Source: an optimization exercise on an open RTL-to-GDS flow (aim: small area and a short achievable clock period). Production flows keep margins and buffers that such runs may drop. The RTL of this run was laid out without a check of its function. No activity file was given, so power comes from the tool's default toggle rates.

<file path="flow/run.sh">
#!/bin/bash
set -euo pipefail
export SETUP_SLACK_MARGIN=11.95
export CTS_ARGS="-sink_clustering_enable -repair_clock_nets -dont_use_dummy_load -buf_list sky130_fd_sc_hd__clkbuf_8"
export BUFFER_PORTS_ARGS="-buffer_cell sky130_fd_sc_hd__buf_2"
bash standard.sh synth > synth.log 2>&1
bash standard.sh > layout.log 2>&1
</file>
<file path="standard.sh">
#!/bin/bash
# synth_recipe.tcl (not shown) runs the flow's synth.tcl, then flattens the netlist and writes it again
# the make line also repeats each setting of config.mk as NAME=value (left out here)
make -C /OpenROAD-flow-scripts/flow DESIGN_CONFIG=/design/flow/config.mk WORK_HOME=/design/flow/orfs CLKGATE_MAP_FILE= SYNTH_SCRIPT=/design/flow/synth_recipe.tcl "${@:-finish}"
</file>
<file path="config.mk">
export PLATFORM = sky130hd
export DESIGN_NAME = RGB_to_Gray
export DESIGN_NICKNAME = RGB_to_Gray
export VERILOG_FILES = /design/flow/design.v
export SDC_FILE = /design/flow/constraint.sdc
export NUM_CORES = 8
export LEC_CHECK = 0
export CAP_MARGIN = 20
export CORE_MARGIN = 2
export CORE_UTILIZATION = 60
export CTS_BUF_LIST = sky130_fd_sc_hd__clkbuf_8
export PLACE_DENSITY = 0.75
export SLEW_MARGIN = 20
export SYNTH_HIERARCHICAL = 1
export SYNTH_MINIMUM_KEEP_SIZE = 0
</file>
<file path="constraint.sdc">
create_clock -name core_clock -period 16.0 [get_ports {CLK}]
set_input_delay 3.2000 -clock core_clock [delete_from_list [all_inputs] [get_ports {CLK}]]
set_output_delay 3.2000 -clock core_clock [all_outputs]
set_load 0.01 [all_outputs]
</file>
<file path="design.v">
module RGB_to_Gray(input CLK, input [7:0] R, input [7:0] G, input [7:0] B, input In_Valid, output reg [7:0] Gray, output reg Out_Valid);
    reg [7:0] r, g, b; reg v0;
    always @(posedge CLK) begin r <= R; g <= G; b <= B; v0 <= In_Valid; end
    wire w8 = ({r[7], r[6], r[5], r[4], r[3], r[2], r[1], r[0]} >= 8'd2);
    wire w9 = ({r[7], r[6], r[5], r[4], r[3], r[2], r[1], r[0]} >= 8'd4);
    wire w10 = ({r[7], r[6], r[5], r[4], r[3], r[2], r[1], r[0]} >= 8'd7);
    wire w11 = ({r[7], r[6], r[5], r[4], r[3], r[2], r[1], r[0]} >= 8'd14);
    wire w12 = ({r[7], r[6], r[5], r[4], r[3], r[2], r[1], r[0]} >= 8'd27);
    wire w13 = ({r[7], r[6], r[5], r[4], r[3], r[2], r[1], r[0]} >= 8'd54);
    wire w14 = ({r[7], r[6], r[5], r[4], r[3], r[2], r[1], r[0]} >= 8'd108);
    wire w15 = ({r[7], r[6], r[5], r[4], r[3], r[2], r[1], r[0]} >= 8'd215);
    wire w24 = ({g[7], g[6], g[5], g[4], g[3], g[2], g[1], g[0]} >= 8'd2);
    wire w25 = ({g[7], g[6], g[5], g[4], g[3], g[2], g[1], g[0]} >= 8'd4);
    wire w26 = ({g[7], g[6], g[5], g[4], g[3], g[2], g[1], g[0]} >= 8'd7);
    wire w27 = ({g[7], g[6], g[5], g[4], g[3], g[2], g[1], g[0]} >= 8'd14);
    wire w28 = ({g[7], g[6], g[5], g[4], g[3], g[2], g[1], g[0]} >= 8'd28);
    wire w29 = ({g[7], g[6], g[5], g[4], g[3], g[2], g[1], g[0]} >= 8'd55);
    wire w30 = ({g[7], g[6], g[5], g[4], g[3], g[2], g[1], g[0]} >= 8'd110);
    wire w31 = ({g[7], g[6], g[5], g[4], g[3], g[2], g[1], g[0]} >= 8'd219);
    wire w41 = ({b[7], b[6], b[5], b[4], b[3], b[2], b[1], b[0]} >= 8'd3);
    wire w42 = ({b[7], b[6], b[5], b[4], b[3], b[2], b[1], b[0]} >= 8'd5);
    wire w43 = ({b[7], b[6], b[5], b[4], b[3], b[2], b[1], b[0]} >= 8'd9);
    wire w44 = ({b[7], b[6], b[5], b[4], b[3], b[2], b[1], b[0]} >= 8'd18);
    wire w45 = ({b[7], b[6], b[5], b[4], b[3], b[2], b[1], b[0]} >= 8'd36);
    wire w46 = ({b[7], b[6], b[5], b[4], b[3], b[2], b[1], b[0]} >= 8'd71);
    wire w47 = ({b[7], b[6], b[5], b[4], b[3], b[2], b[1], b[0]} >= 8'd141);
    wire w48_0, w48_1; ha u48 (r[2], r[1], w48_0, w48_1);
    wire w49_0, w49_1; fa u49 (r[3], r[2], r[1], w49_0, w49_1);
    wire w50_0, w50_1; fa u50 (r[4], r[3], r[2], w50_0, w50_1);
    wire w51_0, w51_1; fa u51 (r[5], r[4], r[3], w51_0, w51_1);
    wire w52_0, w52_1; fa u52 (r[6], r[5], r[4], w52_0, w52_1);
    wire w53_0, w53_1; fa u53 (r[7], r[6], r[5], w53_0, w53_1);
    wire w54_0, w54_1; ha u54 (r[1], r[0], w54_0, w54_1);
    wire w55_0, w55_1; fa u55 (r[0], w48_0, w11, w55_0, w55_1);
    wire w56_0, w56_1; fa u56 (w48_1, w12, w49_0, w56_0, w56_1);
    wire w57_0, w57_1; fa u57 (w49_1, w13, w50_0, w57_0, w57_1);
    wire w58_0, w58_1; fa u58 (w50_1, w14, w51_0, w58_0, w58_1);
    wire w59_0, w59_1; fa u59 (w51_1, w15, w52_0, w59_0, w59_1);
    wire w60_0, w60_1; fa u60 (r[0], w52_1, w53_0, w60_0, w60_1);
    wire w61_0, w61_1; ha u61 (r[0], w9, w61_0, w61_1);
    wire w62_0, w62_1; ha u62 (w54_0, w10, w62_0, w62_1);
    wire w63_0, w63_1; ha u63 (w54_1, w55_0, w63_0, w63_1);
    wire w64_0, w64_1; ha u64 (w55_1, w56_0, w64_0, w64_1);
    wire w65_0, w65_1; ha u65 (w56_1, w57_0, w65_0, w65_1);
    wire w66_0, w66_1; ha u66 (w57_1, w58_0, w66_0, w66_1);
    wire w67_0, w67_1; ha u67 (w58_1, w59_0, w67_0, w67_1);
    wire w68_0, w68_1; ha u68 (w59_1, w60_0, w68_0, w68_1);
    wire w69 = w62_1 | (w62_0 & w61_1);
    wire w70 = w63_1 | (w63_0 & w69);
    wire w71 = w64_1 | (w64_0 & w70);
    wire w72 = w65_1 | (w65_0 & w71);
    wire w73 = w66_1 | (w66_0 & w72);
    wire w74 = w67_1 | (w67_0 & w73);
    wire w75 = w68_1 | (w68_0 & w74);
    wire w76; xr u76 (w62_0, w61_1, w76);
    wire w77; xr u77 (w63_0, w69, w77);
    wire w78; xr u78 (w64_0, w70, w78);
    wire w79; xr u79 (w65_0, w71, w79);
    wire w80; xr u80 (w66_0, w72, w80);
    wire w81; xr u81 (w67_0, w73, w81);
    wire w82; xr u82 (w68_0, w74, w82);
    wire w83_0, w83_1; ha u83 (g[4], g[0], w83_0, w83_1);
    wire w84_0, w84_1; fa u84 (g[5], g[1], w31, w84_0, w84_1);
    wire w85_0, w85_1; fa u85 (g[6], g[2], g[0], w85_0, w85_1);
    wire w86_0, w86_1; ha u86 (g[0], w26, w86_0, w86_1);
    wire w87_0, w87_1; ha u87 (g[1], w27, w87_0, w87_1);
    wire w88_0, w88_1; ha u88 (g[2], w28, w88_0, w88_1);
    wire w89_0, w89_1; ha u89 (g[3], w29, w89_0, w89_1);
    wire w90_0, w90_1; ha u90 (w83_0, w30, w90_0, w90_1);
    wire w91_0, w91_1; ha u91 (w83_1, w84_0, w91_0, w91_1);
    wire w92_0, w92_1; ha u92 (w84_1, w85_0, w92_0, w92_1);
    wire w93 = w87_1 | (w87_0 & w86_1);
    wire w94 = w88_1 | (w88_0 & w93);
    wire w95 = w89_1 | (w89_0 & w94);
    wire w96 = w90_1 | (w90_0 & w95);
    wire w97 = w91_1 | (w91_0 & w96);
    wire w98 = w92_1 | (w92_0 & w97);
    wire w99; xr u99 (w87_0, w86_1, w99);
    wire w100; xr u100 (w88_0, w93, w100);
    wire w101; xr u101 (w89_0, w94, w101);
    wire w102; xr u102 (w90_0, w95, w102);
    wire w103; xr u103 (w91_0, w96, w103);
    wire w104; xr u104 (w92_0, w97, w104);
    wire w105 = ~w8;
    wire w106 = w61_0 & w105;
    wire w107 = ~w24;
    wire w108 = w25 & w107;
    wire w109 = ~w9;
    wire w110 = w76 & w109;
    wire w111 = ~w25;
    wire w112 = w86_0 & w111;
    wire w113 = ~w10;
    wire w114 = w77 & w113;
    wire w115 = ~w26;
    wire w116 = w99 & w115;
    wire w117 = ~w11;
    wire w118 = w78 & w117;
    wire w119 = ~w27;
    wire w120 = w100 & w119;
    wire w121 = ~w12;
    wire w122 = w79 & w121;
    wire w123 = ~w28;
    wire w124 = w101 & w123;
    wire w125 = ~w13;
    wire w126 = w80 & w125;
    wire w127 = ~w29;
    wire w128 = w102 & w127;
    wire w129 = ~w14;
    wire w130 = w81 & w129;
    wire w131 = ~w30;
    wire w132 = w103 & w131;
    wire w133 = ~w15;
    wire w134 = w82 & w133;
    wire w135 = ~w31;
    wire w136 = w104 & w135;
    wire w137_0, w137_1; ha u137 (r[7], r[6], w137_0, w137_1);
    wire w138_0, w138_1; fa u138 (r[7], r[2], r[0], w138_0, w138_1);
    wire w139_0, w139_1; fa u139 (g[7], g[3], g[1], w139_0, w139_1);
    wire w140_0, w140_1; fa u140 (r[3], r[1], r[0], w140_0, w140_1);
    wire w141_0, w141_1; fa u141 (r[4], r[2], r[1], w141_0, w141_1);
    wire w142_0, w142_1; fa u142 (r[5], r[3], r[2], w142_0, w142_1);
    wire w143_0, w143_1; ha u143 (r[0], g[6], w143_0, w143_1);
    wire w144_0, w144_1; fa u144 (r[6], r[4], r[3], w144_0, w144_1);
    wire w145_0, w145_1; fa u145 (r[1], g[7], g[5], w145_0, w145_1);
    wire w146_0, w146_1; fa u146 (r[7], r[5], r[4], w146_0, w146_1);
    wire w147_0, w147_1; ha u147 (r[2], g[6], w147_0, w147_1);
    wire w148_0, w148_1; fa u148 (r[6], r[5], r[3], w148_0, w148_1);
    wire w149_0, w149_1; ha u149 (g[7], g[6], w149_0, w149_1);
    wire w150_0, w150_1; fa u150 (r[7], r[6], r[4], w150_0, w150_1);
    wire w151_0, w151_1; ha u151 (r[0], g[7], w151_0, w151_1);
    wire w152_0, w152_1; ha u152 (r[7], r[5], w152_0, w152_1);
    wire w153_0, w153_1; ha u153 (r[5], r[2], w153_0, w153_1);
    wire w154_0, w154_1; fa u154 (r[6], r[3], r[2], w154_0, w154_1);
    wire w155_0, w155_1; fa u155 (r[7], r[4], r[3], w155_0, w155_1);
    wire w156_0, w156_1; fa u156 (r[5], r[4], r[1], w156_0, w156_1);
    wire w157_0, w157_1; fa u157 (r[6], r[5], r[2], w157_0, w157_1);
    wire w158_0, w158_1; ha u158 (r[7], r[6], w158_0, w158_1);
    wire w159_0, w159_1; fa u159 (r[1], w137_0, w53_1, w159_0, w159_1);
    wire w160_0, w160_1; fa u160 (g[0], w137_1, w85_1, w160_0, w160_1);
    wire w161_0, w161_1; ha u161 (w138_0, w139_0, w161_0, w161_1);
    wire w162_0, w162_1; fa u162 (g[4], g[2], g[1], w162_0, w162_1);
    wire w163_0, w163_1; fa u163 (w138_1, w139_1, w140_0, w163_0, w163_1);
    wire w164_0, w164_1; fa u164 (g[5], g[3], g[2], w164_0, w164_1);
    wire w165_0, w165_1; fa u165 (g[0], w140_1, w141_0, w165_0, w165_1);
    wire w166_0, w166_1; fa u166 (g[4], g[3], g[1], w166_0, w166_1);
    wire w167_0, w167_1; fa u167 (w143_0, w141_1, w142_0, w167_0, w167_1);
    wire w168_0, w168_1; fa u168 (g[4], g[2], w143_1, w168_0, w168_1);
    wire w169_0, w169_1; fa u169 (w142_1, w144_0, w145_0, w169_0, w169_1);
    wire w170_0, w170_1; fa u170 (g[5], g[3], w147_0, w170_0, w170_1);
    wire w171_0, w171_1; fa u171 (w144_1, w145_1, w146_0, w171_0, w171_1);
    wire w172_0, w172_1; fa u172 (g[4], g[0], w147_1, w172_0, w172_1);
    wire w173_0, w173_1; fa u173 (w149_0, w146_1, w148_0, w173_0, w173_1);
    wire w174_0, w174_1; fa u174 (g[5], g[1], w149_1, w174_0, w174_1);
    wire w175_0, w175_1; fa u175 (w151_0, w148_1, w150_0, w175_0, w175_1);
    wire w176_0, w176_1; fa u176 (r[1], g[6], g[2], w176_0, w176_1);
    wire w177_0, w177_1; fa u177 (w151_1, w152_0, w150_1, w177_0, w177_1);
    wire w178_0, w178_1; fa u178 (r[6], r[2], g[7], w178_0, w178_1);
    wire w179_0, w179_1; fa u179 (g[3], g[0], w152_1, w179_0, w179_1);
    wire w180_0, w180_1; fa u180 (r[7], r[3], r[0], w180_0, w180_1);
    wire w181_0, w181_1; fa u181 (g[4], g[1], g[0], w181_0, w181_1);
    wire w182_0, w182_1; fa u182 (r[4], r[1], r[0], w182_0, w182_1);
    wire w183_0, w183_1; fa u183 (g[5], g[2], g[1], w183_0, w183_1);
    wire w184_0, w184_1; fa u184 (r[1], g[6], g[3], w184_0, w184_1);
    wire w185_0, w185_1; fa u185 (g[2], g[0], w153_0, w185_0, w185_1);
    wire w186_0, w186_1; fa u186 (g[7], g[4], g[3], w186_0, w186_1);
    wire w187_0, w187_1; fa u187 (g[1], w153_1, w154_0, w187_0, w187_1);
    wire w188_0, w188_1; fa u188 (r[0], g[5], g[4], w188_0, w188_1);
    wire w189_0, w189_1; fa u189 (g[2], w154_1, w155_0, w189_0, w189_1);
    wire w190_0, w190_1; fa u190 (g[6], g[5], g[3], w190_0, w190_1);
    wire w191_0, w191_1; fa u191 (g[0], w155_1, w156_0, w191_0, w191_1);
    wire w192_0, w192_1; fa u192 (g[7], g[6], g[4], w192_0, w192_1);
    wire w193_0, w193_1; fa u193 (g[1], w156_1, w157_0, w193_0, w193_1);
    wire w194_0, w194_1; fa u194 (r[3], g[7], g[5], w194_0, w194_1);
    wire w195_0, w195_1; fa u195 (g[2], w158_0, w157_1, w195_0, w195_1);
    wire w196_0, w196_1; fa u196 (r[7], r[4], g[6], w196_0, w196_1);
    wire w197_0, w197_1; ha u197 (g[3], w158_1, w197_0, w197_1);
    wire w198_0, w198_1; ha u198 (r[5], g[7], w198_0, w198_1);
    wire w199_0, w199_1; ha u199 (w159_0, w60_1, w199_0, w199_1);
    wire w200_0, w200_1; fa u200 (w159_1, w161_0, w160_0, w200_0, w200_1);
    wire w201_0, w201_1; fa u201 (w162_0, w161_1, w160_1, w201_0, w201_1);
    wire w202_0, w202_1; fa u202 (w162_1, w164_0, w163_1, w202_0, w202_1);
    wire w203_0, w203_1; fa u203 (w164_1, w166_0, w165_1, w203_0, w203_1);
    wire w204_0, w204_1; fa u204 (w166_1, w168_0, w167_1, w204_0, w204_1);
    wire w205_0, w205_1; fa u205 (w168_1, w170_0, w169_1, w205_0, w205_1);
    wire w206_0, w206_1; fa u206 (w170_1, w172_0, w171_1, w206_0, w206_1);
    wire w207_0, w207_1; fa u207 (w172_1, w174_0, w173_1, w207_0, w207_1);
    wire w208_0, w208_1; fa u208 (w176_0, w174_1, w175_1, w208_0, w208_1);
    wire w209_0, w209_1; fa u209 (w176_1, w178_0, w179_0, w209_0, w209_1);
    wire w210_0, w210_1; fa u210 (w178_1, w180_0, w181_0, w210_0, w210_1);
    wire w211_0, w211_1; fa u211 (w180_1, w181_1, w182_0, w211_0, w211_1);
    wire w212_0, w212_1; fa u212 (w182_1, w183_1, w184_0, w212_0, w212_1);
    wire w213_0, w213_1; fa u213 (w184_1, w186_0, w185_1, w213_0, w213_1);
    wire w214_0, w214_1; fa u214 (w186_1, w188_0, w187_1, w214_0, w214_1);
    wire w215_0, w215_1; fa u215 (w188_1, w190_0, w189_1, w215_0, w215_1);
    wire w216_0, w216_1; fa u216 (w190_1, w192_0, w191_1, w216_0, w216_1);
    wire w217_0, w217_1; fa u217 (w192_1, w194_0, w193_1, w217_0, w217_1);
    wire w218_0, w218_1; fa u218 (w194_1, w196_0, w197_0, w218_0, w218_1);
    wire w219_0, w219_1; fa u219 (g[4], w198_0, w196_1, w219_0, w219_1);
    wire w220_0, w220_1; ha u220 (r[6], g[5], w220_0, w220_1);
    wire w221_0, w221_1; ha u221 (w199_0, w136, w221_0, w221_1);
    wire w222_0, w222_1; fa u222 (w199_1, w200_0, w98, w222_0, w222_1);
    wire w223_0, w223_1; fa u223 (w163_0, w200_1, w201_0, w223_0, w223_1);
    wire w224_0, w224_1; fa u224 (w165_0, w201_1, w202_0, w224_0, w224_1);
    wire w225_0, w225_1; fa u225 (w167_0, w202_1, w203_0, w225_0, w225_1);
    wire w226_0, w226_1; fa u226 (w169_0, w203_1, w204_0, w226_0, w226_1);
    wire w227_0, w227_1; fa u227 (w171_0, w204_1, w205_0, w227_0, w227_1);
    wire w228_0, w228_1; fa u228 (w173_0, w205_1, w206_0, w228_0, w228_1);
    wire w229_0, w229_1; fa u229 (w175_0, w206_1, w207_0, w229_0, w229_1);
    wire w230_0, w230_1; fa u230 (w177_0, w207_1, w208_0, w230_0, w230_1);
    wire w231_0, w231_1; fa u231 (w177_1, w209_0, w208_1, w231_0, w231_1);
    wire w232_0, w232_1; fa u232 (w179_1, w210_0, w209_1, w232_0, w232_1);
    wire w233_0, w233_1; fa u233 (w183_0, w210_1, w211_0, w233_0, w233_1);
    wire w234_0, w234_1; fa u234 (w185_0, w211_1, w212_0, w234_0, w234_1);
    wire w235_0, w235_1; fa u235 (w212_1, w187_0, w213_0, w235_0, w235_1);
    wire w236_0, w236_1; fa u236 (w189_0, w213_1, w214_0, w236_0, w236_1);
    wire w237_0, w237_1; fa u237 (w191_0, w214_1, w215_0, w237_0, w237_1);
    wire w238_0, w238_1; fa u238 (w193_0, w215_1, w216_0, w238_0, w238_1);
    wire w239_0, w239_1; fa u239 (w195_0, w216_1, w217_0, w239_0, w239_1);
    wire w240_0, w240_1; fa u240 (w195_1, w218_0, w217_1, w240_0, w240_1);
    wire w241_0, w241_1; fa u241 (w197_1, w219_0, w218_1, w241_0, w241_1);
    wire w242_0, w242_1; fa u242 (w198_1, w220_0, w219_1, w242_0, w242_1);
    wire w243_0, w243_1; fa u243 (r[7], g[6], w220_1, w243_0, w243_1);
    wire w245 = w231_1 & w232_0;
    wire w246 = w232_1 | w233_0;
    wire w247 = w232_1 & w233_0;
    wire w248 = w233_1 | w234_0;
    wire w249 = w233_1 & w234_0;
    wire w250 = w234_1 | w235_0;
    wire w251 = w234_1 & w235_0;
    wire w252 = w235_1 | w236_0;
    wire w253 = w235_1 & w236_0;
    wire w254 = w236_1 | w237_0;
    wire w255 = w236_1 & w237_0;
    wire w256 = w237_1 | w238_0;
    wire w257 = w237_1 & w238_0;
    wire w258 = w238_1 | w239_0;
    wire w259 = w238_1 & w239_0;
    wire w260 = w239_1 | w240_0;
    wire w261 = w239_1 & w240_0;
    wire w262 = w240_1 | w241_0;
    wire w263 = w240_1 & w241_0;
    wire w264 = w241_1 | w242_0;
    wire w265 = w241_1 & w242_0;
    wire w266 = w242_1 | w243_0;
    wire w267 = w242_1 & w243_0;
    wire w268 = w243_1 | g[7];
    wire w269 = w243_1 & g[7];
    wire w270 = w247 | (w246 & w245);
    wire w272 = w251 | (w250 & w249);
    wire w273 = w250 & w248;
    wire w274 = w255 | (w254 & w253);
    wire w275 = w254 & w252;
    wire w276 = w259 | (w258 & w257);
    wire w277 = w258 & w256;
    wire w278 = w263 | (w262 & w261);
    wire w279 = w262 & w260;
    wire w280 = w267 | (w266 & w265);
    wire w281 = w266 & w264;
    wire w284 = w272 | (w273 & w270);
    wire w286 = w257 | (w256 & w274);
    wire w287 = w256 & w275;
    wire w288 = w276 | (w277 & w274);
    wire w289 = w277 & w275;
    wire w290 = w265 | (w264 & w278);
    wire w291 = w264 & w279;
    wire w292 = w280 | (w281 & w278);
    wire w293 = w281 & w279;
    wire w294 = w253 | (w252 & w284);
    wire w296 = w274 | (w275 & w284);
    wire w298 = w286 | (w287 & w284);
    wire w300 = w288 | (w289 & w284);
    wire w302 = w269 | (w268 & w292);
    wire w303 = w268 & w293;
    wire w304 = w261 | (w260 & w300);
    wire w306 = w278 | (w279 & w300);
    wire w308 = w290 | (w291 & w300);
    wire w310 = w292 | (w293 & w300);
    wire w312 = w302 | (w303 & w300);
    wire w314 = |{w236_1, w237_1, w238_1, w239_1, w240_1, w241_1, w242_1, w243_1, w237_0, w238_0, w239_0, w240_0, w241_0, w242_0, w243_0, g[7], w294};
    wire w315 = |{w237_1, w238_1, w239_1, w240_1, w241_1, w242_1, w243_1, w238_0, w239_0, w240_0, w241_0, w242_0, w243_0, g[7], w296};
    wire w316 = |{p238_1_1, p239_1_1, p240_1_1, p241_1_1, p242_1_1, p243_1_1, p239_0_1, p240_0_1, p241_0_1, p242_0_1, p243_0_1, p23_0_1, p298_0_1};
    wire w317 = |{p239_1_1, p240_1_1, p241_1_1, p242_1_1, p243_1_1, p240_0_1, p241_0_1, p242_0_1, p243_0_1, p23_0_1, p300_0_1};
    wire w318 = |{p240_1_1, p241_1_1, p242_1_1, p243_1_1, p241_0_1, p242_0_1, p243_0_1, p23_0_1, p304_0_1};
    wire w319 = |{p241_1_1, p242_1_1, p243_1_1, p242_0_1, p243_0_1, p23_0_1, p306_0_1};
    wire w320 = |{p242_1_1, p243_1_1, p243_0_1, p23_0_1, p308_0_1};
    wire w321 = |{p243_1_1, p23_0_1, p310_0_1};
    wire w322 = |{p312_0_1};
    wire w323 = ~b[0];
    wire w324 = ~b[1];
    wire w325 = ~b[2];
    wire w326 = ~b[3];
    wire w327 = ~b[4];
    wire w328 = ~b[5];
    wire w329 = ~b[6];
    wire w330 = ~b[7];
    wire w331_0, w331_1; fa u331 (b[6], b[4], b[2], w331_0, w331_1);
    wire w332_0, w332_1; ha u332 (b[7], b[5], w332_0, w332_1);
    wire w333_0, w333_1; ha u333 (b[6], b[4], w333_0, w333_1);
    wire w334_0, w334_1; ha u334 (b[7], b[5], w334_0, w334_1);
    wire w335_0, w335_1; ha u335 (b[4], b[2], w335_0, w335_1);
    wire w336_0, w336_1; fa u336 (b[5], b[3], b[1], w336_0, w336_1);
    wire w337_0, w337_1; fa u337 (w323, w47, w331_0, w337_0, w337_1);
    wire w338_0, w338_1; fa u338 (b[3], w324, w332_0, w338_0, w338_1);
    wire w339_0, w339_1; fa u339 (b[0], w325, w332_1, w339_0, w339_1);
    wire w340_0, w340_1; fa u340 (b[1], w326, w333_1, w340_0, w340_1);
    wire w341_0, w341_1; fa u341 (b[6], b[2], w327, w341_0, w341_1);
    wire w342_0, w342_1; ha u342 (b[2], b[0], w342_0, w342_1);
    wire w343_0, w343_1; fa u343 (b[3], b[1], w44, w343_0, w343_1);
    wire w344_0, w344_1; fa u344 (b[0], w335_0, w45, w344_0, w344_1);
    wire w345_0, w345_1; fa u345 (w335_1, w46, w336_0, w345_0, w345_1);
    wire w346; xn u346 (w336_1, w337_0, w346);
    wire w347 = w336_1 | w337_0;
    wire w348_0, w348_1; fa u348 (w331_1, w338_0, w337_1, w348_0, w348_1);
    wire w349_0, w349_1; fa u349 (w333_0, w338_1, w339_0, w349_0, w349_1);
    wire w350_0, w350_1; fa u350 (w334_0, w339_1, w340_0, w350_0, w350_1);
    wire w351_0, w351_1; fa u351 (w334_1, w341_0, w340_1, w351_0, w351_1);
    wire w352_0, w352_1; ha u352 (b[0], w41, w352_0, w352_1);
    wire w353_0, w353_1; ha u353 (b[1], w42, w353_0, w353_1);
    wire w354_0, w354_1; ha u354 (w342_0, w43, w354_0, w354_1);
    wire w355_0, w355_1; ha u355 (w342_1, w343_0, w355_0, w355_1);
    wire w356_0, w356_1; ha u356 (w343_1, w344_0, w356_0, w356_1);
    wire w357_0, w357_1; ha u357 (w344_1, w345_0, w357_0, w357_1);
    wire w358_0, w358_1; ha u358 (w345_1, w346, w358_0, w358_1);
    wire w359_0, w359_1; ha u359 (w347, w348_0, w359_0, w359_1);
    wire w360_0, w360_1; ha u360 (w348_1, w349_0, w360_0, w360_1);
    wire w361_0, w361_1; ha u361 (w349_1, w350_0, w361_0, w361_1);
    wire w362_0, w362_1; ha u362 (w350_1, w351_0, w362_0, w362_1);
    wire w363 = w353_1 | (w353_0 & w352_1);
    wire w364 = w354_1 | (w354_0 & w363);
    wire w365 = w355_1 | (w355_0 & w364);
    wire w366 = w356_1 | (w356_0 & w365);
    wire w367 = w357_1 | (w357_0 & w366);
    wire w368 = w358_1 | (w358_0 & w367);
    wire w369 = w359_1 | (w359_0 & w368);
    wire w370 = w360_1 | (w360_0 & w369);
    wire w371 = w361_1 | (w361_0 & w370);
    wire w372 = w362_1 | (w362_0 & w371);
    wire w374; xr u374 (w354_0, w363, w374);
    wire w375; xr u375 (w355_0, w364, w375);
    wire w376; xr u376 (w356_0, w365, w376);
    wire w377; xr u377 (w357_0, w366, w377);
    wire w378; xr u378 (w358_0, w367, w378);
    wire w379; xr u379 (w359_0, w368, w379);
    wire w380; xr u380 (w360_0, w369, w380);
    wire w381; xr u381 (w361_0, w370, w381);
    wire w382; xr u382 (w362_0, w371, w382);
    wire w383 = ~w42;
    wire w384 = w374 & w383;
    wire w385 = p384_0_1 & p314_0_1;
    wire w386 = ~w385;
    wire w387 = ~w43;
    wire w388 = w375 & w387;
    wire w389 = p388_0_1 & p315_0_1;
    wire w390 = ~w389;
    wire w391 = ~w44;
    wire w392 = w376 & w391;
    wire w393 = p392_0_1 & w316;
    wire w394 = ~w393;
    wire w395 = ~w45;
    wire w396 = w377 & w395;
    wire w397 = p396_0_1 & w317;
    wire w398 = ~w397;
    wire w399 = ~w46;
    wire w400 = w378 & w399;
    wire w401 = p400_0_1 & w318;
    wire w402 = ~w401;
    wire w403 = ~w47;
    wire w404 = w379 & w403;
    wire w405 = p404_0_1 & w319;
    wire w406 = ~w405;
    wire w407 = p380_0_1 & w320;
    wire w408 = ~w407;
    wire w409 = p381_0_1 & w321;
    wire w410 = ~w409;
    wire w411 = p382_0_1 & w322;
    wire w412 = ~w411;
    wire w413_0, w413_1; fa u413 (b[7], b[3], w328, w413_0, w413_1);
    wire w414_0, w414_1; ha u414 (w323, w341_1, w414_0, w414_1);
    wire w415_0, w415_1; ha u415 (b[4], w329, w415_0, w415_1);
    wire w416_0, w416_1; ha u416 (b[7], b[5], w416_0, w416_1);
    wire w417_0, w417_1; ha u417 (b[6], b[1], w417_0, w417_1);
    wire w418_0, w418_1; ha u418 (b[7], b[2], w418_0, w418_1);
    wire w419_0, w419_1; fa u419 (w413_0, w414_0, w351_1, w419_0, w419_1);
    wire w420_0, w420_1; fa u420 (w324, w415_0, w413_1, w420_0, w420_1);
    wire w421_0, w421_1; ha u421 (w414_1, w223_0, w421_0, w421_1);
    wire w422_0, w422_1; fa u422 (b[5], w330, w325, w422_0, w422_1);
    wire w423_0, w423_1; fa u423 (w415_1, w223_1, w224_0, w423_0, w423_1);
    wire w424_0, w424_1; fa u424 (b[6], w326, w224_1, w424_0, w424_1);
    wire w425 = ~w225_0;
    wire w426_0, w426_1; fa u426 (b[7], w327, w323, w426_0, w426_1);
    wire w427_0, w427_1; ha u427 (w225_1, w226_0, w427_0, w427_1);
    wire w428_0, w428_1; fa u428 (w328, w324, w226_1, w428_0, w428_1);
    wire w429_0, w429_1; fa u429 (b[0], w329, w325, w429_0, w429_1);
    wire w430_0, w430_1; fa u430 (b[1], w330, w326, w430_0, w430_1);
    wire w431_0, w431_1; fa u431 (b[2], b[0], w327, w431_0, w431_1);
    wire w432_0, w432_1; ha u432 (w229_1, w230_0, w432_0, w432_1);
    wire w433_0, w433_1; fa u433 (b[3], b[1], w328, w433_0, w433_1);
    wire w434; xn u434 (w230_1, w231_0, w434);
    wire w435 = w230_1 | w231_0;
    wire w436_0, w436_1; fa u436 (b[4], b[2], w329, w436_0, w436_1);
    wire w437_0, w437_1; fa u437 (w323, w232_0, w231_1, w437_0, w437_1);
    wire w438_0, w438_1; fa u438 (b[5], b[3], w330, w438_0, w438_1);
    wire w439_0, w439_1; fa u439 (w324, w233_0, w232_1, w439_0, w439_1);
    wire w440_0, w440_1; fa u440 (b[6], b[4], w325, w440_0, w440_1);
    wire w441; xn u441 (w233_1, w234_0, w441);
    wire w442 = w233_1 | w234_0;
    wire w443_0, w443_1; fa u443 (b[0], w326, w416_0, w443_0, w443_1);
    wire w444; xn u444 (w234_1, w235_0, w444);
    wire w445 = w234_1 | w235_0;
    wire w446_0, w446_1; fa u446 (w327, w416_1, w417_0, w446_0, w446_1);
    wire w447; xn u447 (w235_1, w236_0, w447);
    wire w448 = w235_1 | w236_0;
    wire w449_0, w449_1; fa u449 (w328, w417_1, w418_0, w449_0, w449_1);
    wire w450; xn u450 (w236_1, w237_0, w450);
    wire w451 = w236_1 | w237_0;
    wire w452_0, w452_1; fa u452 (b[3], w329, w418_1, w452_0, w452_1);
    wire w453; xn u453 (w237_1, w238_0, w453);
    wire w454 = w237_1 | w238_0;
    wire w455_0, w455_1; fa u455 (b[4], w330, w238_1, w455_0, w455_1);
    wire w456 = ~w239_0;
    wire w457_0, w457_1; ha u457 (p37_0_1, p239_1_1, w457_0, w457_1);
    wire w458_0, w458_1; ha u458 (p38_0_1, p241_0_1, w458_0, w458_1);
    wire w459_0, w459_1; ha u459 (p39_0_1, p242_0_1, w459_0, w459_1);
    wire w460_0, w460_1; ha u460 (p106_0_1, p384_0_1, w460_0, w460_1);
    wire w461_0, w461_1; fa u461 (w108, w110, w388, w461_0, w461_1);
    wire w462_0, w462_1; fa u462 (w112, w114, w392, w462_0, w462_1);
    wire w463_0, w463_1; fa u463 (w116, w118, w396, w463_0, w463_1);
    wire w464_0, w464_1; fa u464 (w120, w122, w400, w464_0, w464_1);
    wire w465_0, w465_1; fa u465 (w124, w126, w404, w465_0, w465_1);
    wire w466_0, w466_1; fa u466 (w128, w130, w380, w466_0, w466_1);
    wire w467_0, w467_1; fa u467 (w132, w134, w381, w467_0, w467_1);
    wire w468_0, w468_1; fa u468 (p221_0_1, p75_0_1, p382_0_1, w468_0, w468_1);
    wire w469_0, w469_1; fa u469 (p419_0_1, p221_1_1, p222_0_1, w469_0, w469_1);
    wire w470_0, w470_1; fa u470 (w420_0, w419_1, w421_0, w470_0, w470_1);
    wire w471_0, w471_1; fa u471 (w422_0, w420_1, w421_1, w471_0, w471_1);
    wire w472_0, w472_1; fa u472 (w422_1, w425, w423_1, w472_0, w472_1);
    wire w473_0, w473_1; fa u473 (w426_0, w225_0, w424_1, w473_0, w473_1);
    wire w474_0, w474_1; fa u474 (w426_1, w227_0, w427_1, w474_0, w474_1);
    wire w475_0, w475_1; fa u475 (w429_0, w227_1, w228_0, w475_0, w475_1);
    wire w476_0, w476_1; fa u476 (w429_1, w430_0, w228_1, w476_0, w476_1);
    wire w477_0, w477_1; fa u477 (w430_1, w431_0, w432_0, w477_0, w477_1);
    wire w478_0, w478_1; fa u478 (w431_1, w433_0, w434, w478_0, w478_1);
    wire w479_0, w479_1; fa u479 (w433_1, w436_0, w435, w479_0, w479_1);
    wire w480_0, w480_1; fa u480 (w436_1, w438_0, w439_0, w480_0, w480_1);
    wire w481_0, w481_1; fa u481 (w438_1, w440_0, w441, w481_0, w481_1);
    wire w482_0, w482_1; fa u482 (w440_1, w443_0, w442, w482_0, w482_1);
    wire w483_0, w483_1; fa u483 (w443_1, w446_0, w445, w483_0, w483_1);
    wire w484_0, w484_1; fa u484 (w446_1, w449_0, w448, w484_0, w484_1);
    wire w485_0, w485_1; fa u485 (w449_1, w452_0, w451, w485_0, w485_1);
    wire w486_0, w486_1; fa u486 (w452_1, w456, w454, w486_0, w486_1);
    wire w487_0, w487_1; fa u487 (p240_0_1, p239_0_1, w457_0, w487_0, w487_1);
    wire w488_0, w488_1; fa u488 (p240_1_1, w458_0, w457_1, w488_0, w488_1);
    wire w489_0, w489_1; fa u489 (p241_1_1, w459_0, w458_1, w489_0, w489_1);
    wire w490_0, w490_1; fa u490 (p243_0_1, p242_1_1, w459_1, w490_0, w490_1);
    wire w491_0, w491_1; ha u491 (p23_0_1, p243_1_1, w491_0, w491_1);
    wire w492_0, w492_1; ha u492 (w460_0, w386, w492_0, w492_1);
    wire w493_0, w493_1; fa u493 (w460_1, p461_0_1, w390, w493_0, w493_1);
    wire w494_0, w494_1; fa u494 (p461_1_1, p462_0_1, w394, w494_0, w494_1);
    wire w495_0, w495_1; fa u495 (p462_1_1, p463_0_1, w398, w495_0, w495_1);
    wire w496_0, w496_1; fa u496 (p463_1_1, p464_0_1, w402, w496_0, w496_1);
    wire w497_0, w497_1; fa u497 (p464_1_1, p465_0_1, w406, w497_0, w497_1);
    wire w498_0, w498_1; fa u498 (p465_1_1, p466_0_1, w408, w498_0, w498_1);
    wire w499_0, w499_1; fa u499 (p466_1_1, p467_0_1, w410, w499_0, w499_1);
    wire w500_0, w500_1; fa u500 (p467_1_1, w468_0, w412, w500_0, w500_1);
    wire w501_0, w501_1; fa u501 (p372_0_1, w469_0, w468_1, w501_0, w501_1);
    wire w502_0, w502_1; fa u502 (p222_1_1, p470_0_1, w469_1, w502_0, w502_1);
    wire w503_0, w503_1; fa u503 (w423_0, w470_1, w471_0, w503_0, w503_1);
    wire w504_0, w504_1; fa u504 (p424_0_1, p471_1_1, p472_0_1, w504_0, w504_1);
    wire w505_0, w505_1; fa u505 (p427_0_1, p472_1_1, p473_0_1, w505_0, w505_1);
    wire w506_0, w506_1; fa u506 (p428_0_1, p473_1_1, p474_0_1, w506_0, w506_1);
    wire w507_0, w507_1; fa u507 (w428_1, w475_0, w474_1, w507_0, w507_1);
    wire w508_0, w508_1; fa u508 (w229_0, w475_1, w476_0, w508_0, w508_1);
    wire w509; xn u509 (w476_1, w477_0, w509);
    wire w510 = w476_1 | w477_0;
    wire w511_0, w511_1; fa u511 (w432_1, w478_0, w477_1, w511_0, w511_1);
    wire w512_0, w512_1; fa u512 (w437_0, w478_1, w479_0, w512_0, w512_1);
    wire w513_0, w513_1; fa u513 (w437_1, w479_1, w480_0, w513_0, w513_1);
    wire w514_0, w514_1; fa u514 (w439_1, w481_0, w480_1, w514_0, w514_1);
    wire w515_0, w515_1; fa u515 (w444, w481_1, w482_0, w515_0, w515_1);
    wire w516_0, w516_1; fa u516 (w482_1, w447, w483_0, w516_0, w516_1);
    wire w517_0, w517_1; fa u517 (w450, w483_1, w484_0, w517_0, w517_1);
    wire w518_0, w518_1; fa u518 (w453, w484_1, w485_0, w518_0, w518_1);
    wire w519_0, w519_1; fa u519 (w455_0, w485_1, w486_0, w519_0, w519_1);
    wire w520_0, w520_1; fa u520 (p455_1_1, p486_1_1, w487_0, w520_0, w520_1);
    wire w521; xn u521 (w487_1, w488_0, w521);
    wire w522 = w487_1 | w488_0;
    wire w523; xn u523 (w489_0, w488_1, w523);
    wire w524 = w489_0 | w488_1;
    wire w525; xn u525 (w490_0, w489_1, w525);
    wire w526 = w490_0 | w489_1;
    wire w527; xn u527 (w491_0, w490_1, w527);
    wire w528 = w491_0 | w490_1;
    wire w529 = ~w491_1;
    wire w530 = w492_1 | w493_0;
    wire w531 = w492_1 & w493_0;
    wire w532 = w493_1 | w494_0;
    wire w533 = w493_1 & w494_0;
    wire w534 = w494_1 | w495_0;
    wire w535 = w494_1 & w495_0;
    wire w536 = w495_1 | w496_0;
    wire w537 = w495_1 & w496_0;
    wire w538 = w496_1 | w497_0;
    wire w539 = w496_1 & w497_0;
    wire w540 = w497_1 | w498_0;
    wire w541 = w497_1 & w498_0;
    wire w542 = w498_1 | w499_0;
    wire w543 = w498_1 & w499_0;
    wire w544 = w499_1 | w500_0;
    wire w545 = w499_1 & w500_0;
    wire w546 = w500_1 | w501_0;
    wire w547 = w500_1 & w501_0;
    wire w548 = w501_1 | w502_0;
    wire w549 = w501_1 & w502_0;
    wire w550 = w502_1 | p503_0_1;
    wire w551 = w502_1 & p503_0_1;
    wire w552 = p503_1_1 | w504_0;
    wire w553 = p503_1_1 & w504_0;
    wire w554 = w504_1 | w505_0;
    wire w555 = w504_1 & w505_0;
    wire w556 = w505_1 | w506_0;
    wire w557 = w505_1 & w506_0;
    wire w558 = w506_1 | p507_0_1;
    wire w559 = w506_1 & p507_0_1;
    wire w560 = p507_1_1 | p508_0_1;
    wire w561 = p507_1_1 & p508_0_1;
    wire w562 = w508_1 | w509;
    wire w563 = w508_1 & w509;
    wire w564 = p510_0_1 | p511_0_1;
    wire w565 = p510_0_1 & p511_0_1;
    wire w566 = p511_1_1 | p512_0_1;
    wire w567 = p511_1_1 & p512_0_1;
    wire w568 = p512_1_1 | p513_0_1;
    wire w569 = p512_1_1 & p513_0_1;
    wire w570 = p513_1_1 | p514_0_1;
    wire w571 = p513_1_1 & p514_0_1;
    wire w572 = p514_1_1 | p515_0_1;
    wire w573 = p514_1_1 & p515_0_1;
    wire w574 = p515_1_1 | p516_0_1;
    wire w575 = p515_1_1 & p516_0_1;
    wire w576 = p516_1_1 | p517_0_1;
    wire w577 = p516_1_1 & p517_0_1;
    wire w578_0, w578_1; ha u578 (p517_1_1, p518_0_1, w578_0, w578_1);
    wire w579_0, w579_1; ha u579 (p518_1_1, p519_0_1, w579_0, w579_1);
    wire w580_0, w580_1; ha u580 (p519_1_1, w520_0, w580_0, w580_1);
    wire w581_0, w581_1; ha u581 (w520_1, w521, w581_0, w581_1);
    wire w582_0, w582_1; ha u582 (w522, w523, w582_0, w582_1);
    wire w583_0, w583_1; ha u583 (w524, w525, w583_0, w583_1);
    wire w584_0, w584_1; ha u584 (w526, w527, w584_0, w584_1);
    wire w585_0, w585_1; ha u585 (w528, w529, w585_0, w585_1);
    wire w586 = w577 | (w576 & w575);
    wire w587 = w576 & w574;
    wire w588 = w573 | (w572 & w571);
    wire w589 = w572 & w570;
    wire w590 = w586 | (w587 & w588);
    wire w591 = w587 & w589;
    wire w592 = w569 | (w568 & w567);
    wire w593 = w568 & w566;
    wire w594 = w592 | (w593 & w565);
    wire w595 = w593 & w564;
    wire w596 = w590 | (w591 & w594);
    wire w597 = w591 & w595;
    wire w598 = p563_0_1 | (p562_0_1 & w561);
    wire w599 = p562_0_1 & w560;
    wire w600 = w598 | (w599 & w559);
    wire w601 = w599 & w558;
    wire w602 = w557 | (w556 & w555);
    wire w603 = w556 & w554;
    wire w604 = w602 | (w603 & w553);
    wire w605 = w603 & w552;
    wire w606 = w600 | (w601 & w604);
    wire w607 = w601 & w605;
    wire w608 = w596 | (w597 & w606);
    wire w609 = w597 & w607;
    wire w610 = w551 | (w550 & w549);
    wire w611 = w550 & w548;
    wire w612 = w610 | (w611 & w547);
    wire w613 = w611 & w546;
    wire w614 = w545 | (w544 & w543);
    wire w615 = w544 & w542;
    wire w616 = w614 | (w615 & w541);
    wire w617 = w615 & w540;
    wire w618 = w612 | (w613 & w616);
    wire w619 = w613 & w617;
    wire w620 = w539 | (w538 & w537);
    wire w621 = w538 & w536;
    wire w622 = w620 | (w621 & w535);
    wire w623 = w621 & w534;
    wire w624 = w533 | (w532 & w531);
    wire w625 = w532 & w530;
    wire w626 = w624 | (w625 & w492_0);
    wire w627 = w622 | (w623 & w626);
    wire w629 = w618 | (w619 & w627);
    wire w631 = w608 | (w609 & w629);
    wire w633 = w579_1 | (w579_0 & w578_1);
    wire w634 = w579_0 & w578_0;
    wire w635 = w581_1 | (w581_0 & w580_1);
    wire w636 = w581_0 & w580_0;
    wire w637 = w583_1 | (w583_0 & w582_1);
    wire w638 = w583_0 & w582_0;
    wire w641 = w580_1 | (w580_0 & w633);
    wire w642 = w580_0 & w634;
    wire w643 = w635 | (w636 & w633);
    wire w644 = w636 & w634;
    wire w645 = w584_1 | (w584_0 & w637);
    wire w646 = w584_0 & w638;
    wire w649 = w582_1 | (w582_0 & w643);
    wire w650 = w582_0 & w644;
    wire w651 = w637 | (w638 & w643);
    wire w652 = w638 & w644;
    wire w653 = w645 | (w646 & w643);
    wire w654 = w646 & w644;
    wire w657 = w578_1 | (w578_0 & w631);
    wire w658 = w633 | (w634 & w631);
    wire w659 = w641 | (w642 & w631);
    wire w660 = w643 | (w644 & w631);
    wire w661 = w649 | (w650 & w631);
    wire w662 = w651 | (w652 & w631);
    wire w663 = w653 | (w654 & w631);
    wire w665; xr u665 (w578_0, w631, w665);
    wire w666; xr u666 (w579_0, w657, w666);
    wire w667; xr u667 (w580_0, w658, w667);
    wire w668; xr u668 (w581_0, w659, w668);
    wire w669; xr u669 (w582_0, w660, w669);
    wire w670; xr u670 (w583_0, w661, w670);
    wire w671; xr u671 (w584_0, w662, w671);
    wire w672; xr u672 (w585_0, w663, w672);
    reg p23_0_1;
    reg p37_0_1;
    reg p38_0_1;
    reg p39_0_1;
    reg p238_1_1;
    reg p239_0_1;
    reg p239_1_1;
    reg p240_0_1;
    reg p240_1_1;
    reg p241_0_1;
    reg p241_1_1;
    reg p242_0_1;
    reg p242_1_1;
    reg p243_0_1;
    reg p243_1_1;
    reg p300_0_1;
    reg p298_0_1;
    reg p304_0_1;
    reg p306_0_1;
    reg p308_0_1;
    reg p310_0_1;
    reg p312_0_1;
    reg p384_0_1;
    reg p314_0_1;
    reg p388_0_1;
    reg p315_0_1;
    reg p392_0_1;
    reg p396_0_1;
    reg p400_0_1;
    reg p404_0_1;
    reg p380_0_1;
    reg p381_0_1;
    reg p382_0_1;
    reg p106_0_1;
    reg p221_0_1;
    reg p75_0_1;
    reg p419_0_1;
    reg p221_1_1;
    reg p222_0_1;
    reg p461_0_1;
    reg p461_1_1;
    reg p462_0_1;
    reg p462_1_1;
    reg p463_0_1;
    reg p463_1_1;
    reg p464_0_1;
    reg p464_1_1;
    reg p465_0_1;
    reg p465_1_1;
    reg p466_0_1;
    reg p466_1_1;
    reg p467_0_1;
    reg p467_1_1;
    reg p372_0_1;
    reg p222_1_1;
    reg p470_0_1;
    reg p424_0_1;
    reg p471_1_1;
    reg p472_0_1;
    reg p427_0_1;
    reg p472_1_1;
    reg p473_0_1;
    reg p428_0_1;
    reg p473_1_1;
    reg p474_0_1;
    reg p455_1_1;
    reg p486_1_1;
    reg p503_0_1;
    reg p503_1_1;
    reg p507_0_1;
    reg p507_1_1;
    reg p508_0_1;
    reg p510_0_1;
    reg p511_0_1;
    reg p511_1_1;
    reg p512_0_1;
    reg p512_1_1;
    reg p513_0_1;
    reg p513_1_1;
    reg p514_0_1;
    reg p514_1_1;
    reg p515_0_1;
    reg p515_1_1;
    reg p516_0_1;
    reg p516_1_1;
    reg p517_0_1;
    reg p517_1_1;
    reg p518_0_1;
    reg p518_1_1;
    reg p519_0_1;
    reg p519_1_1;
    reg p563_0_1;
    reg p562_0_1;
    always @(posedge CLK) begin
        p23_0_1 <= g[7];
        p37_0_1 <= b[5];
        p38_0_1 <= b[6];
        p39_0_1 <= b[7];
        p238_1_1 <= w238_1;
        p239_0_1 <= w239_0;
        p239_1_1 <= w239_1;
        p240_0_1 <= w240_0;
        p240_1_1 <= w240_1;
        p241_0_1 <= w241_0;
        p241_1_1 <= w241_1;
        p242_0_1 <= w242_0;
        p242_1_1 <= w242_1;
        p243_0_1 <= w243_0;
        p243_1_1 <= w243_1;
        p300_0_1 <= w300;
        p298_0_1 <= w298;
        p304_0_1 <= w304;
        p306_0_1 <= w306;
        p308_0_1 <= w308;
        p310_0_1 <= w310;
        p312_0_1 <= w312;
        p384_0_1 <= w384;
        p314_0_1 <= w314;
        p388_0_1 <= w388;
        p315_0_1 <= w315;
        p392_0_1 <= w392;
        p396_0_1 <= w396;
        p400_0_1 <= w400;
        p404_0_1 <= w404;
        p380_0_1 <= w380;
        p381_0_1 <= w381;
        p382_0_1 <= w382;
        p106_0_1 <= w106;
        p221_0_1 <= w221_0;
        p75_0_1 <= w75;
        p419_0_1 <= w419_0;
        p221_1_1 <= w221_1;
        p222_0_1 <= w222_0;
        p461_0_1 <= w461_0;
        p461_1_1 <= w461_1;
        p462_0_1 <= w462_0;
        p462_1_1 <= w462_1;
        p463_0_1 <= w463_0;
        p463_1_1 <= w463_1;
        p464_0_1 <= w464_0;
        p464_1_1 <= w464_1;
        p465_0_1 <= w465_0;
        p465_1_1 <= w465_1;
        p466_0_1 <= w466_0;
        p466_1_1 <= w466_1;
        p467_0_1 <= w467_0;
        p467_1_1 <= w467_1;
        p372_0_1 <= w372;
        p222_1_1 <= w222_1;
        p470_0_1 <= w470_0;
        p424_0_1 <= w424_0;
        p471_1_1 <= w471_1;
        p472_0_1 <= w472_0;
        p427_0_1 <= w427_0;
        p472_1_1 <= w472_1;
        p473_0_1 <= w473_0;
        p428_0_1 <= w428_0;
        p473_1_1 <= w473_1;
        p474_0_1 <= w474_0;
        p455_1_1 <= w455_1;
        p486_1_1 <= w486_1;
        p503_0_1 <= w503_0;
        p503_1_1 <= w503_1;
        p507_0_1 <= w507_0;
        p507_1_1 <= w507_1;
        p508_0_1 <= w508_0;
        p510_0_1 <= w510;
        p511_0_1 <= w511_0;
        p511_1_1 <= w511_1;
        p512_0_1 <= w512_0;
        p512_1_1 <= w512_1;
        p513_0_1 <= w513_0;
        p513_1_1 <= w513_1;
        p514_0_1 <= w514_0;
        p514_1_1 <= w514_1;
        p515_0_1 <= w515_0;
        p515_1_1 <= w515_1;
        p516_0_1 <= w516_0;
        p516_1_1 <= w516_1;
        p517_0_1 <= w517_0;
        p517_1_1 <= w517_1;
        p518_0_1 <= w518_0;
        p518_1_1 <= w518_1;
        p519_0_1 <= w519_0;
        p519_1_1 <= w519_1;
        p563_0_1 <= w563;
        p562_0_1 <= w562;
    end
    reg v1; always @(posedge CLK) v1 <= v0;
    always @(posedge CLK) begin Gray <= {w672, w671, w670, w669, w668, w667, w666, w665}; Out_Valid <= v1; end
endmodule
module fa(input a, input b, input c, output s, output co);
    assign s = a ^ b ^ c;
    assign co = (a & b) | (a & c) | (b & c);
endmodule
module ha(input a, input b, output s, output co);
    assign s = a ^ b;
    assign co = a & b;
endmodule
module xr(input a, input b, output y);
    assign y = a ^ b;
endmodule
module xn(input a, input b, output y);
    assign y = ~(a ^ b);
endmodule
module ao(input g1, input p1, input g0, output y);
    assign y = g1 | (p1 & g0);
endmodule
module an2(input a, input b, output y);
    assign y = a & b;
endmodule
module or2(input a, input b, output y);
    assign y = a | b;
endmodule
</file>
==> results.toml <==
[timing]
post-route-period-util_pct = 27.3
setup_violations = 0
clock.fmax_mhz = 229
fin_crit_ns = 4.38
worst_slew_pin_slew_ns = 0.697
hold_viol_final = 0
finalClockSkew_ns = 0.0319
tns_ns = 0
rsz0062_at_grt = "true"
max-slew-margin-rel_pct = 53.5
slew_violations = 0
timing.hold.ws_ns = 0.327

[drt]
via_count = 6010
firstDrtPassIters = 5
antenna_left = 0
vias_per_cell = 6.03
routed_wirelength_mm = 22.8
wire_per_inst_um = 22.9
remaining_drc_errors = 0
drt_iter0_markers = 378

[min_path]
hold_path_class = "flip-flop to flip-flop"

[yosys]
synth_ff_type = "dfxtp_1"
netlist.area_leader.share_pct = 42.4
netlist_area_um2 = 9360
synthCells = 705
yosys_warnings = 7
ys_seq_area_share_pct = 27.4
synth_edf_count = 0
synthDistinctLibCells = 54
ys_ff_latch = 128
ys_top_cells_by_area = "fa_1, dfxtp_1, ha_1"
synthArstFlopShare_pct = 0
avgSynthCellArea_um2 = 13.3
synthesis.nets = 999
yosysTopAreaCell = "fa_1"

[worst_setup_path]
critPathRequiredTime_ns = 16.35
crit_type = "flip-flop to flip-flop"
crit_arrival_ns = 4.72
crit_fanout = 2
cp-start-kind = "flip-flop"
endpoint_kind = "flip-flop"
reg2reg_slack_ns = 11.62

[clocking]
cts.sinks = 128
cts-root-buf = "clkbuf_8"
clk_latency_ns = 0.47
worst_setup_hold_path_clk_slew_ns = 0.07
ctsLongestPathBuffers = 2
cts_tree = "built"
cts_inserted_buffers = 17
cts_max_level = 4

[floorplanning]
io_pins = 35
die_w_um = 129
rows = 45
die_area_um2 = 16600
start_util_pct = 61.5
core-area_um2 = 15200
die_y_um = 129

[outcome]
status = "finished clean"

[place]
io_buffer_count = 34
place_area_um2 = 9800
hpwl_mm = 16.8
routabilityCongestion = 0.887

[power_and_ir_drop]
power_switching_share_pct = 42.7
powerDensity_nw_per_um2 = 189
p_seq_share_pct = 26.2
p_int_mw = 1.15
leakagePower_nw = 4.54
clock_power_share_pct = 10.1
peakVddDrop_v = 0.0000794
combPwrFrac_pct = 63.7
p_sw_mw = 0.859

[grt]
grt_max_degree = 18
grt_overflow_total = 0
grt_pass1_wl_mm = 36.0
antenna_found_initial = 0
grt_pass1_vias = 6729
track_usage_pct = 29.9

[final_layout]
drive_above_1_share_pct = 23.8
layout_common_cells = "fa_1, dfxtp_1, ha_1"
design_area_um2 = 10700
n_antenna_cell = 0
final_common_cell = "fa_1"
regArea_um2 = 2640
post-route-util_pct = 70.1
fillerInstances = 1043
area_delta_synth_final_pct = 14.0
layout.nets = 1104
multi_input_area_um2 = 6880

[flow_run]
maxCapViolations = 0
-- metrics by stage --
| stage | cells | worst slack, ns | power [mW] |
|---|---|---|---|
| 2_1_floorplan | 705 | 11.90 | 1.33 |
| 3_3_place_gp | 926 | 11.66 | 1.62 |
| 3_5_place_dp | 926 | 11.54 | 1.68 |
| 4_1_cts | 985 | 11.62 | 1.95 |
| 5_1_grt | 996 | 11.37 | 2.17 |
| 6_report | 996 | 11.62 | 2.01 |
-- power by group through the flow --
stage	Sequential (mW)	Clock (mW)	Combinational, mW
after floorplan	0.514	0	0.818
after global placement	0.533	0	1.09
after detailed placement	0.537	0	1.14
after CTS	0.525	0.208	1.22
after global routing	0.538	0.220	1.41
final	0.527	0.204	1.28
-- per-module statistics from Yosys (local to each module, per instance) --
| module | flip-flops and latches | cell area [µm²] | copies in the design | cells |
|---|---|---|---|---|
| xr | 0 | 8.76 | 30 | 1 |
| fa | 0 | 20.0 | 198 | 1 |
| RGB_to_Gray | 128 | 4150 | 1 | 395 |
| xn | 0 | 8.76 | 12 | 1 |
| ha | 0 | 12.5 | 70 | 1 |
-- metal layers --
metal	wire length, µm	track usage [%]	up-vias
li1	-	-	2593
met1	9180	38.5	3100
met2	11100	48.4	260
met3	1710	8.48	57
met4	773	12.1	0
met5	0	0	-
-- cells by family after synthesis --
kind of cell	Yosys count	synth area share, %
other	1	0.0401
buffers and inverters	23	0.923
flip-flops	128	27.4
AND/OR/NAND/NOR	137	7.46
adder cells (fa/ha/maj)	278	52.9
AO/OA/AOI/OAI	96	7.40
XOR/XNOR	42	3.93
-- area by class of cell --
cell class / count / area share (%)
multi-input combinational: 554 / 64.5
clock buffer: 17 / 2.19
sequential: 128 / 24.7
tap: 188 / 2.21
inverter: 22 / 0.774
timing repair buffer: 87 / 5.55
-- cell usage after synthesis (all sizes together) (2+ instances only) --
master   number
maj3         10
a21o         24
o21ai        14
o31ai         9
xnor2        12
o2111ai       2
nor2b         3
nor3          5
or3           3
nand3         7
or4           3
o41ai         2
a31oi        11
and2          6
dfxtp       128
a22oi         2
o22ai         3
nor2         33
a21oi        15
nand2b        2
and3         15
xor2         30
nor4          5
o21bai        2
inv          22
ha           70
fa          198
nand2        33
or2          18
-- final timing paths --
path / depth (start not counted) / endpoint / start
max: 16 / Gray[7] / p23_0_1
max reg2reg: 16 / Gray[7] / p23_0_1
min reg2reg: 0 / Out_Valid / v1
min: 0 / Out_Valid / v1
-- state kept, by name (all words and copies together) (netlist names), 8 cells and up --
signal  cells
Gray        8
b           8
g           8
r           8
-- critical path, cell delays in order, from the launching register on --
cell and delay, ns:
dfxtp_2 0.32, or4_4 0.52, or3_4 0.34, or3_4 0.34
or3_4 0.35, o41ai_4 0.25, fa_1 0.49, a222oi_1 0.22
o31ai_1 0.12, o2111ai_1 0.09, a31oi_1 0.11, o211ai_1 0.21
a311o_1 0.25, o21ai_2 0.09, o22a_1 0.21, a21o_1 0.19
xor2_1 0.15
-- timing repair --
| item | in CTS | in global routing |
|---|---|---|
| pin swaps | 22 | 16 |
| hold buffers | 0 | 0 |
| buffers inserted | 42 | 11 |
| setup endpoints to repair | 19 | 25 |
| resized for setup | 35 | 31 |

[re-timing with driven ports]
No port has a modelled driver above. Below, the same layout with a new extraction and two added sets of constraints. Step 1 sets driving cells, clkbuf_16 on the clock port and buf_2 on the other inputs (assumed; they add their load-dependent delay and slew). Step 2 moves the port delays by t, midway between the first and last clock arrival at a register: inputs arrive t later, outputs are due t later. That takes back most of the time a late clock gives input paths. Three values: ideal ports, drivers, drivers and shift; two values: the first two.
t (ns): 0.490
slack for setup (ns): 11.624 / 11.624 / 11.624
worst setup path at the end: register to register
slew at the worst register clock pin (ns): 0.08 / 0.08
worst data-port slew with drivers (ns): 0.03
After both steps this run still meets setup and hold. The setup slack of this run moves by 0.000 ns with the drivers and by 0.000 ns with both steps.
